This is an optimization exercise on Yosys and OpenROAD, whose aim is small area, not a production implementation.
Only simulation tests tie the RTL to the original design; equivalence was not proved.
Power and IR drop assume default switching activity.

### config.mk
export PLATFORM = sky130hd
export DESIGN_NAME = ALU
export DESIGN_NICKNAME = ALU
export VERILOG_FILES = /design/flow/design.v
export SDC_FILE = /design/flow/constraint.sdc
export NUM_CORES = 4
export LEC_CHECK = 0
export CAP_MARGIN = 20
export CORE_MARGIN = 2
export CORE_UTILIZATION = 40
export SLEW_MARGIN = 20
### constraint.sdc
create_clock -name core_clock -period 15.0 [get_ports {i_CLK}]
set_input_delay 3.0000 -clock core_clock [delete_from_list [all_inputs] [get_ports {i_CLK}]]
set_output_delay 3.0000 -clock core_clock [all_outputs]
set_load 0.01 [all_outputs]
### run.sh
#!/bin/bash
# synth_recipe.tcl (not shown) runs the flow's synth.tcl, then flattens the netlist and writes it again
# the make line also repeats each setting of config.mk as NAME=value (left out here)
make -C /OpenROAD-flow-scripts/flow DESIGN_CONFIG=/design/flow/config.mk WORK_HOME=/design/flow/orfs CLKGATE_MAP_FILE= SYNTH_SCRIPT=/design/flow/synth_recipe.tcl finish
### design.v
package UART_PACKAGE; 
    parameter DATA_WIDTH = 8;
    parameter ADDRESS_WIDTH = 4;
    parameter ALU_FUN_WIDTH = 4;
    typedef enum logic [3:0] {
        OP_ADD     = 4'b0000,   
        OP_SUB     = 4'b0001,   
        OP_MUL     = 4'b0010,   
        OP_DIV     = 4'b0011,   
        OP_AND     = 4'b0100,   
        OP_OR      = 4'b0101,   
        OP_NAND    = 4'b0110,   
        OP_NOR     = 4'b0111,   
        OP_XOR     = 4'b1000,   
        OP_XNOR    = 4'b1001,   
        OP_CMP_EQ  = 4'b1010,   
        OP_CMP_GT  = 4'b1011,   
        OP_SHR     = 4'b1100,   
        OP_SHL     = 4'b1101,   
        OP_NOP     = 4'b1110,   
        OP_INVALID = 4'b1111    
    } opcode_t;
endpackage : UART_PACKAGE 
import UART_PACKAGE::*;
module ALU (
    input i_CLK,
    input i_RSTn,
    input [ALU_FUN_WIDTH-1:0] i_ALU_FUN,
    input [DATA_WIDTH-1:0] i_A,
    input [DATA_WIDTH-1:0] i_B,
    input i_Enable,
    output logic [2*DATA_WIDTH-1:0] o_ALU_OUT,
    output logic o_CF,    
    output logic o_OF,    
    output logic o_EF,    
    output logic o_ZF,    
    output logic o_OUT_VALID
);
    localparam int RES_WIDTH = 2*DATA_WIDTH + 4;
    function automatic logic [RES_WIDTH-1:0] alu_add (
        input logic [DATA_WIDTH-1:0] a,
        input logic [DATA_WIDTH-1:0] b
    );
        logic [2*DATA_WIDTH-1:0] res;
        logic cf, of, zf, ef;
        logic [DATA_WIDTH:0] temp_sum;   
        temp_sum = {1'b0, a} + {1'b0, b};
        res = temp_sum[DATA_WIDTH-1:0];   
        cf = temp_sum[DATA_WIDTH];            
        of = (a[DATA_WIDTH-1] == b[DATA_WIDTH-1]) && 
             (res[DATA_WIDTH-1] != a[DATA_WIDTH-1]);
        zf = (res == 0);
        ef = (a == b);
        alu_add = {res, cf, of, zf, ef};
    endfunction
    function automatic logic [RES_WIDTH-1:0] alu_sub (
        input logic [DATA_WIDTH-1:0] a,
        input logic [DATA_WIDTH-1:0] b
    );
        logic [2*DATA_WIDTH-1:0] res;
        logic cf, of, zf, ef;
        logic [DATA_WIDTH:0] temp_diff;
        temp_diff = {1'b0, a} - {1'b0, b};
        res = temp_diff[DATA_WIDTH-1:0];
        cf = temp_diff[DATA_WIDTH];   
        of = (a[DATA_WIDTH-1] != b[DATA_WIDTH-1]) && 
             (res[DATA_WIDTH-1] != a[DATA_WIDTH-1]);
        zf = (res == 0);
        ef = (a == b);
        alu_sub = {res, cf, of, zf, ef};
    endfunction
    function automatic logic [RES_WIDTH-1:0] alu_mul (
        input logic [DATA_WIDTH-1:0] a,
        input logic [DATA_WIDTH-1:0] b
    );
        logic [2*DATA_WIDTH-1:0] res;
        logic cf, of, zf, ef;
        logic [2*DATA_WIDTH-1:0] temp_prod;
        temp_prod = a * b;
        res = temp_prod;
        cf = 1'b0;
        of = (temp_prod[2*DATA_WIDTH-1:DATA_WIDTH] != 0);
        zf = (temp_prod == 0);
        ef = (a == b);
        alu_mul = {res, cf, of, zf, ef};
    endfunction
    function automatic logic [RES_WIDTH-1:0] alu_div (
        input logic [DATA_WIDTH-1:0] a,
        input logic [DATA_WIDTH-1:0] b
    );
        logic [2*DATA_WIDTH-1:0] res;
        logic cf, of, zf, ef;
        logic [DATA_WIDTH-1:0] quotient, remainder;
        if (b == 0) begin
            quotient = {DATA_WIDTH{1'b1}};
            remainder = {DATA_WIDTH{1'b1}};
            cf = 1'b1;   
        end else begin
            quotient = a / b;
            remainder = a % b;
            cf = 1'b0;
        end
        res = {remainder, quotient};   
        of = 1'b0;
        zf = (quotient == 0);
        ef = (a == b);
        alu_div = {res, cf, of, zf, ef};
    endfunction
    function automatic logic [RES_WIDTH-1:0] alu_and (
        input logic [DATA_WIDTH-1:0] a,
        input logic [DATA_WIDTH-1:0] b
    );
        logic [2*DATA_WIDTH-1:0] res;
        logic cf, of, zf, ef;
        logic [DATA_WIDTH-1:0] temp_result;
        temp_result = a & b;
        res = {{DATA_WIDTH{1'b0}}, temp_result};   
        cf = 1'b0;
        of = 1'b0;
        zf = (temp_result == 0);
        ef = (a == b);
        alu_and = {res, cf, of, zf, ef};
    endfunction
    function automatic logic [RES_WIDTH-1:0] alu_or (
        input logic [DATA_WIDTH-1:0] a,
        input logic [DATA_WIDTH-1:0] b
    );
        logic [2*DATA_WIDTH-1:0] res;
        logic cf, of, zf, ef;
        logic [DATA_WIDTH-1:0] temp_result;
        temp_result = a | b;
        res = {{DATA_WIDTH{1'b0}}, temp_result};
        cf = 1'b0;
        of = 1'b0;
        zf = (temp_result == 0);
        ef = (a == b);
        alu_or = {res, cf, of, zf, ef};
    endfunction
    function automatic logic [RES_WIDTH-1:0] alu_nand (
        input logic [DATA_WIDTH-1:0] a,
        input logic [DATA_WIDTH-1:0] b
    );
        logic [2*DATA_WIDTH-1:0] res;
        logic cf, of, zf, ef;
        logic [DATA_WIDTH-1:0] temp_result;
        temp_result = ~(a & b);
        res = {{DATA_WIDTH{1'b0}}, temp_result};
        cf = 1'b0;
        of = 1'b0;
        zf = (temp_result == 0);
        ef = (a == b);
        alu_nand = {res, cf, of, zf, ef};
    endfunction
    function automatic logic [RES_WIDTH-1:0] alu_nor (
        input logic [DATA_WIDTH-1:0] a,
        input logic [DATA_WIDTH-1:0] b
    );
        logic [2*DATA_WIDTH-1:0] res;
        logic cf, of, zf, ef;
        logic [DATA_WIDTH-1:0] temp_result;
        temp_result = ~(a | b);
        res = {{DATA_WIDTH{1'b0}}, temp_result};
        cf = 1'b0;
        of = 1'b0;
        zf = (temp_result == 0);
        ef = (a == b);
        alu_nor = {res, cf, of, zf, ef};
    endfunction
    function automatic logic [RES_WIDTH-1:0] alu_xor (
        input logic [DATA_WIDTH-1:0] a,
        input logic [DATA_WIDTH-1:0] b
    );
        logic [2*DATA_WIDTH-1:0] res;
        logic cf, of, zf, ef;
        logic [DATA_WIDTH-1:0] temp_result;
        temp_result = a ^ b;
        res = {{DATA_WIDTH{1'b0}}, temp_result};
        cf = 1'b0;
        of = 1'b0;
        zf = (temp_result == 0);
        ef = (a == b);
        alu_xor = {res, cf, of, zf, ef};
    endfunction
    function automatic logic [RES_WIDTH-1:0] alu_xnor (
        input logic [DATA_WIDTH-1:0] a,
        input logic [DATA_WIDTH-1:0] b
    );
        logic [2*DATA_WIDTH-1:0] res;
        logic cf, of, zf, ef;
        logic [DATA_WIDTH-1:0] temp_result;
        temp_result = ~(a ^ b);
        res = {{DATA_WIDTH{1'b0}}, temp_result};
        cf = 1'b0;
        of = 1'b0;
        zf = (temp_result == 0);
        ef = (a == b);
        alu_xnor = {res, cf, of, zf, ef};
    endfunction
    function automatic logic [RES_WIDTH-1:0] alu_cmp_eq (
        input logic [DATA_WIDTH-1:0] a,
        input logic [DATA_WIDTH-1:0] b
    );
        logic [2*DATA_WIDTH-1:0] res;
        logic cf, of, zf, ef;
        logic equal_result;
        equal_result = (a == b) ? 1'b1 : 1'b0;
        res = {{2*DATA_WIDTH-1{1'b0}}, equal_result};
        cf = 1'b0;
        of = 1'b0;
        zf = 1'b0;   
        ef = equal_result;   
        alu_cmp_eq = {res, cf, of, zf, ef};
    endfunction
    function automatic logic [RES_WIDTH-1:0] alu_cmp_gt (
        input logic [DATA_WIDTH-1:0] a,
        input logic [DATA_WIDTH-1:0] b
    );
        logic [2*DATA_WIDTH-1:0] res;
        logic cf, of, zf, ef;
        logic greater_result;
        greater_result = (a > b) ? 1'b1 : 1'b0;
        res = {{2*DATA_WIDTH-1{1'b0}}, greater_result};
        cf = 1'b0;
        of = 1'b0;
        zf = 1'b0;
        ef = (a == b);   
        alu_cmp_gt = {res, cf, of, zf, ef};
    endfunction
    function automatic logic [RES_WIDTH-1:0] alu_shr (
        input logic [DATA_WIDTH-1:0] a,
        input logic [DATA_WIDTH-1:0] b
    );
        logic [2*DATA_WIDTH-1:0] res;
        logic cf, of, zf, ef;
        logic [DATA_WIDTH-1:0] temp_result;
        cf = a[0];   
        temp_result = a >> 1;
        res = {{DATA_WIDTH{1'b0}}, temp_result};
        of = 1'b0;
        zf = (temp_result == 0);
        ef = (a == b);   
        alu_shr = {res, cf, of, zf, ef};
    endfunction
    function automatic logic [RES_WIDTH-1:0] alu_shl (
        input logic [DATA_WIDTH-1:0] a,
        input logic [DATA_WIDTH-1:0] b
    );
        logic [2*DATA_WIDTH-1:0] res;
        logic cf, of, zf, ef;
        logic [DATA_WIDTH-1:0] temp_result;
        cf = a[DATA_WIDTH-1];   
        temp_result = a << 1;
        res = {{DATA_WIDTH{1'b0}}, temp_result};
        of = a[DATA_WIDTH-1] ^ temp_result[DATA_WIDTH-1];
        zf = (temp_result == 0);
        ef = (a == b);
        alu_shl = {res, cf, of, zf, ef};
    endfunction
    logic [ALU_FUN_WIDTH-1:0] op;
    assign op = i_ALU_FUN;
    logic [RES_WIDTH-1:0] r;
    always_comb begin : pb_ALU_comb
        case (op)
            OP_ADD:   r = alu_add(i_A, i_B);
            OP_SUB:   r = alu_sub(i_A, i_B);
            OP_MUL:   r = alu_mul(i_A, i_B);
            OP_DIV:   r = alu_div(i_A, i_B);
            OP_AND:   r = alu_and(i_A, i_B);
            OP_OR:    r = alu_or(i_A, i_B);
            OP_NAND:  r = alu_nand(i_A, i_B);
            OP_NOR:   r = alu_nor(i_A, i_B);
            OP_XOR:   r = alu_xor(i_A, i_B);
            OP_XNOR:  r = alu_xnor(i_A, i_B);
            OP_CMP_EQ: r = alu_cmp_eq(i_A, i_B);
            OP_CMP_GT: r = alu_cmp_gt(i_A, i_B);
            OP_SHR:   r = alu_shr(i_A, i_B);
            OP_SHL:   r = alu_shl(i_A, i_B);
            default:  r = '0;
        endcase
    end
    always_ff @( posedge i_CLK, negedge i_RSTn ) begin : pb_ALU
        if (!i_RSTn) begin
            o_ALU_OUT <= 'b0;
            o_CF <= 1'b0;
            o_OF <= 1'b0;
            o_ZF <= 1'b0;
            o_EF <= 1'b0;
            o_OUT_VALID <= 'b0;
        end else if (i_Enable) begin
            {o_ALU_OUT, o_CF, o_OF, o_ZF, o_EF} <= r;
            o_OUT_VALID <= (op != OP_NOP) && (op != OP_INVALID);
        end else begin
            o_OUT_VALID <= 'b0;
        end
    end
endmodule
==> results.yml <==
status:
  status: "finished clean"
sta:
  hold_violations: 0
  post-route-period-util_pct: 94.9
  setup_tns_ns: 0
  worstMarginPinSlew_ns: 0.959
  max_freq_mhz: 70.2
  timing.final.ws_setup_ns: 0.762
  timing.final.max_slew_violations: 0
  finClkSkew_ns: 0
  rsz0062_at_grt: "yes"
  hold_slack_ns: 0.493
  setup_viol: 0
  relSlewSlack_pct: 35.9
  period_minus_slack_ns: 14.24
setup_path:
  crit_required_ns: 15.14
  crit_slowest_cell: "clkdlybuf4s50_1"
  crit_fanout: 11
  r2r_slack_ns: 13.83
  cpLargestDelayFamily: "compound AO/OA/AOI/OAI gates"
  cp-end-kind: "register"
  start_kind: "input pin"
  cp_common_cell: "ha_1"
  worst-path-buf-inv: 4
  cp.arrival_ns: 14.38
  cp_slowest_stage_delay_ns: 0.53
  crit_type: "input pin to register"
pwr:
  p_int_mw: 0.322
  powerDensity_mw_per_mm2: 88.8
  p_switching_mw: 0.379
  leakage_nw: 3.45
  seq_power_share_pct: 9.6
  p_total_mw: 0.702
  clockPowerShare_pct: 8.1
  p_comb_share_pct: 82.3
  p_sw_share_pct: 54.0
  irDropWorstVdd_uv: 51.3
routing:
  drcViolationCount: 0
  wl_um: 25800
  ant_nets: 0
  initialDrtViolationCount: 808
  post_drt_via_cell_ratio: 6.27
  wl_per_cell_um: 22.1
  firstDrtPassIters: 5
  vias: 7313
cts:
  hold_buffers: 0
  cts.sinks: 21
  htreeDepth: 1
  root_buffer: "clkbuf_16"
  clk_pin_slew_ns: 0.06
  clk_latency_ns: 0.25
  cts_buffer_depth: 2
  cts_made_buffers: 3
  cts_tree: "done"
layout:
  layout.cells.non_filler: 1167
  finish.net_count: 1104
  synthToLayoutAreaGrowth_pct: 13.3
  diodes: 0
  fin_util_pct: 46.0
  final_area_sq_mm: 0.00790
  layout-drive-gt1-share_pct: 7.64
global_route:
  met3_usage_pct: 3.77
  grtUsageTotal_pct: 27.6
  met2_usage_pct: 44.1
  grt_pass1_vias: 6795
  met1_usage_pct: 38.7
  grt_remaining_overflow: 0
  antenna_found_initial: 0
  grt_pass1_wl_um: 39400
  busiest_layer: "met2"
  grt_max_degree: 48
die:
  start_util_pct: 40.6
  coreArea_sq_mm: 0.0172
  ios: 44
  die_area_sq_mm: 0.0185
  die_x_um: 136
  die_h_um: 136
  rows: 48
synth:
  synth-edff-count: 0
  synthCells: 911
  ys.flop_type: "dfrtp_1"
  yosysTopAreaCell: "ha_1"
  yosysWarnings: 1
  async_reset_ff_share_pct: 100
  yosysMostFrequentCell: "ha_1"
  synth-seq-area-share_pct: 7.53
  synth_cell_types: 84
  synth_top_area_share_pct: 17.8
  synth.net_count: 1072
  ys_ff_latch: 21
  synth_commonest_cells: "ha_1 (99), nor2_1 (92), inv_1 (81)"
  avgSynthCellArea_sq_um: 7.66
  yosys-top-cells-area: "ha_1 (18%), fa_1 (11%), dfrtp_1 (7.5%), nor2_1 (4.9%), inv_1 (4.4%)"
  syn_area_sq_mm: 0.00698
placed_design:
  dpl_worst_slack_ns: 0.209
  gp_congestion: 0.969
  dpl-instance-area_sq_mm: 0.00769
  portBuffers: 43
  dp_hpwl_um: 19900
  post-place-cells: 1161
job:
  cap_violations: 0
min_path:
  worstHoldPathType: "register to register"
power by group through the flow:
stage / Sequential (mW) / Combinational [mW] / Clock [mW]
after floorplan: 0.0708 / 0.386 / 0
after global placement: 0.0682 / 0.556 / 0
after detailed placement: 0.0682 / 0.555 / 0
after CTS: 0.0673 / 0.559 / 0.0571
after global routing: 0.0680 / 0.625 / 0.0590
final: 0.0672 / 0.578 / 0.0569
flip-flops by register name (all words and copies together), names as in the netlist:
signal / count
o_ZF: 1
o_OF: 1
o_CF: 1
o_ALU_OUT: 16
o_OUT_VALID: 1
o_EF: 1
layer usage:
layer,part of all wire (%),wire length [um]
met1,44,11200
met3,8.3,2150
met4,3.4,875
met5,0,0
met2,45,11500
timing repair:
| item | in CTS | in global routing |
|---|---|---|
| setup endpoints to repair | 0 | 10 |
| setup buffers | 0 | 2 |
| resized for setup | 0 | 28 |
| endpoints found under the hold margin | 0 | 0 |
cell type report:
class                           count  area [sq um]
Multi-Input combinational cell    764          6080
Inverter                           85           319
Clock buffer                        4          78.8
Fill cell                        1781          9270
Tap cell                          225           282
Timing Repair Buffer               68           618
Sequential cell                    21           526
cells in the final DEF (no fill, tap or decap), types with 10 or more instances in the layout:
master / synthesis / layout
inv_1: 81 / 81
fa_1: 39 / 39
mux2i_1: 13 / 11
nor2_1: 92 / 89
nand3_1: 15 / 15
xor2_1: 12 / 12
nor2b_1: 22 / 22
clkdlybuf4s50_1: 0 / 43
ha_1: 99 / 99
o211ai_1: 11 / 11
a31oi_1: 11 / 11
or3_1: 11 / 11
a211oi_1: 14 / 13
nand2_1: 74 / 74
buf_4: 0 / 25
o21a_1: 11 / 10
o21ai_0: 42 / 41
o22ai_1: 10 / 10
nor3_1: 25 / 22
xnor2_1: 30 / 30
a21oi_1: 39 / 37
a21o_1: 12 / 11
a22oi_1: 12 / 12
dfrtp_1: 21 / 21
nand2b_1: 17 / 17
cell families (layout without fill, tap and decap cells):
kind of cell | Yosys count | in the layout | synth area share, %
AND/OR/NAND/NOR | 311 | 311 | 22.2
buffers and inverters | 126 | 157 | 7.03
flip-flops | 21 | 21 | 7.53
XOR/XNOR | 42 | 42 | 5.27
adder cells (fa/ha/maj) | 138 | 138 | 28.9
multiplexers | 17 | 17 | 2.56
AO/OA/AOI/OAI | 256 | 256 | 26.5
final timing paths:
check / start / end / depth (start not counted)
max in group asynchronous: i_RSTn / o_ALU_OUT[0] / 1
min in group asynchronous: i_RSTn / o_ALU_OUT[11] / 1
hold reg to reg: o_ALU_OUT[6] / o_ALU_OUT[6] / 1
hold / removal: o_ALU_OUT[6] / o_ALU_OUT[6] / 1
setup / recovery: i_B[5] / o_ALU_OUT[14] / 48
setup reg to reg: o_OF / o_OF / 5

==> re-timing with driven ports <==
In the flow no input, the clock included, has a driving cell. The finished layout below was timed again as built, in two steps. Step 1 (the two cells are an assumption about what drives the block):
set clk [get_ports {i_CLK}]
set_driving_cell -lib_cell sky130_fd_sc_hd__clkbuf_16 $clk
set_driving_cell -lib_cell sky130_fd_sc_hd__buf_2 [delete_from_list [all_inputs] $clk]
Step 2 adds t to the input delays and takes it off the output delays; t is the mean of the earliest and latest rising clock arrival at the registers after step 1. Input paths then give back, and output paths get back, about the clock's delay inside the block. Three values: ideal, step 1, step 2; two values: the first two.
t, ns: 0.286
setup slack, ns: 0.762 / 0.771 / 0.485
latest minus earliest clock arrival (ns): 0.006 / 0.006
After both steps this run still meets setup and hold. For this run, drivers alone change the setup slack by +0.009 ns; drivers and shift together by -0.277 ns.
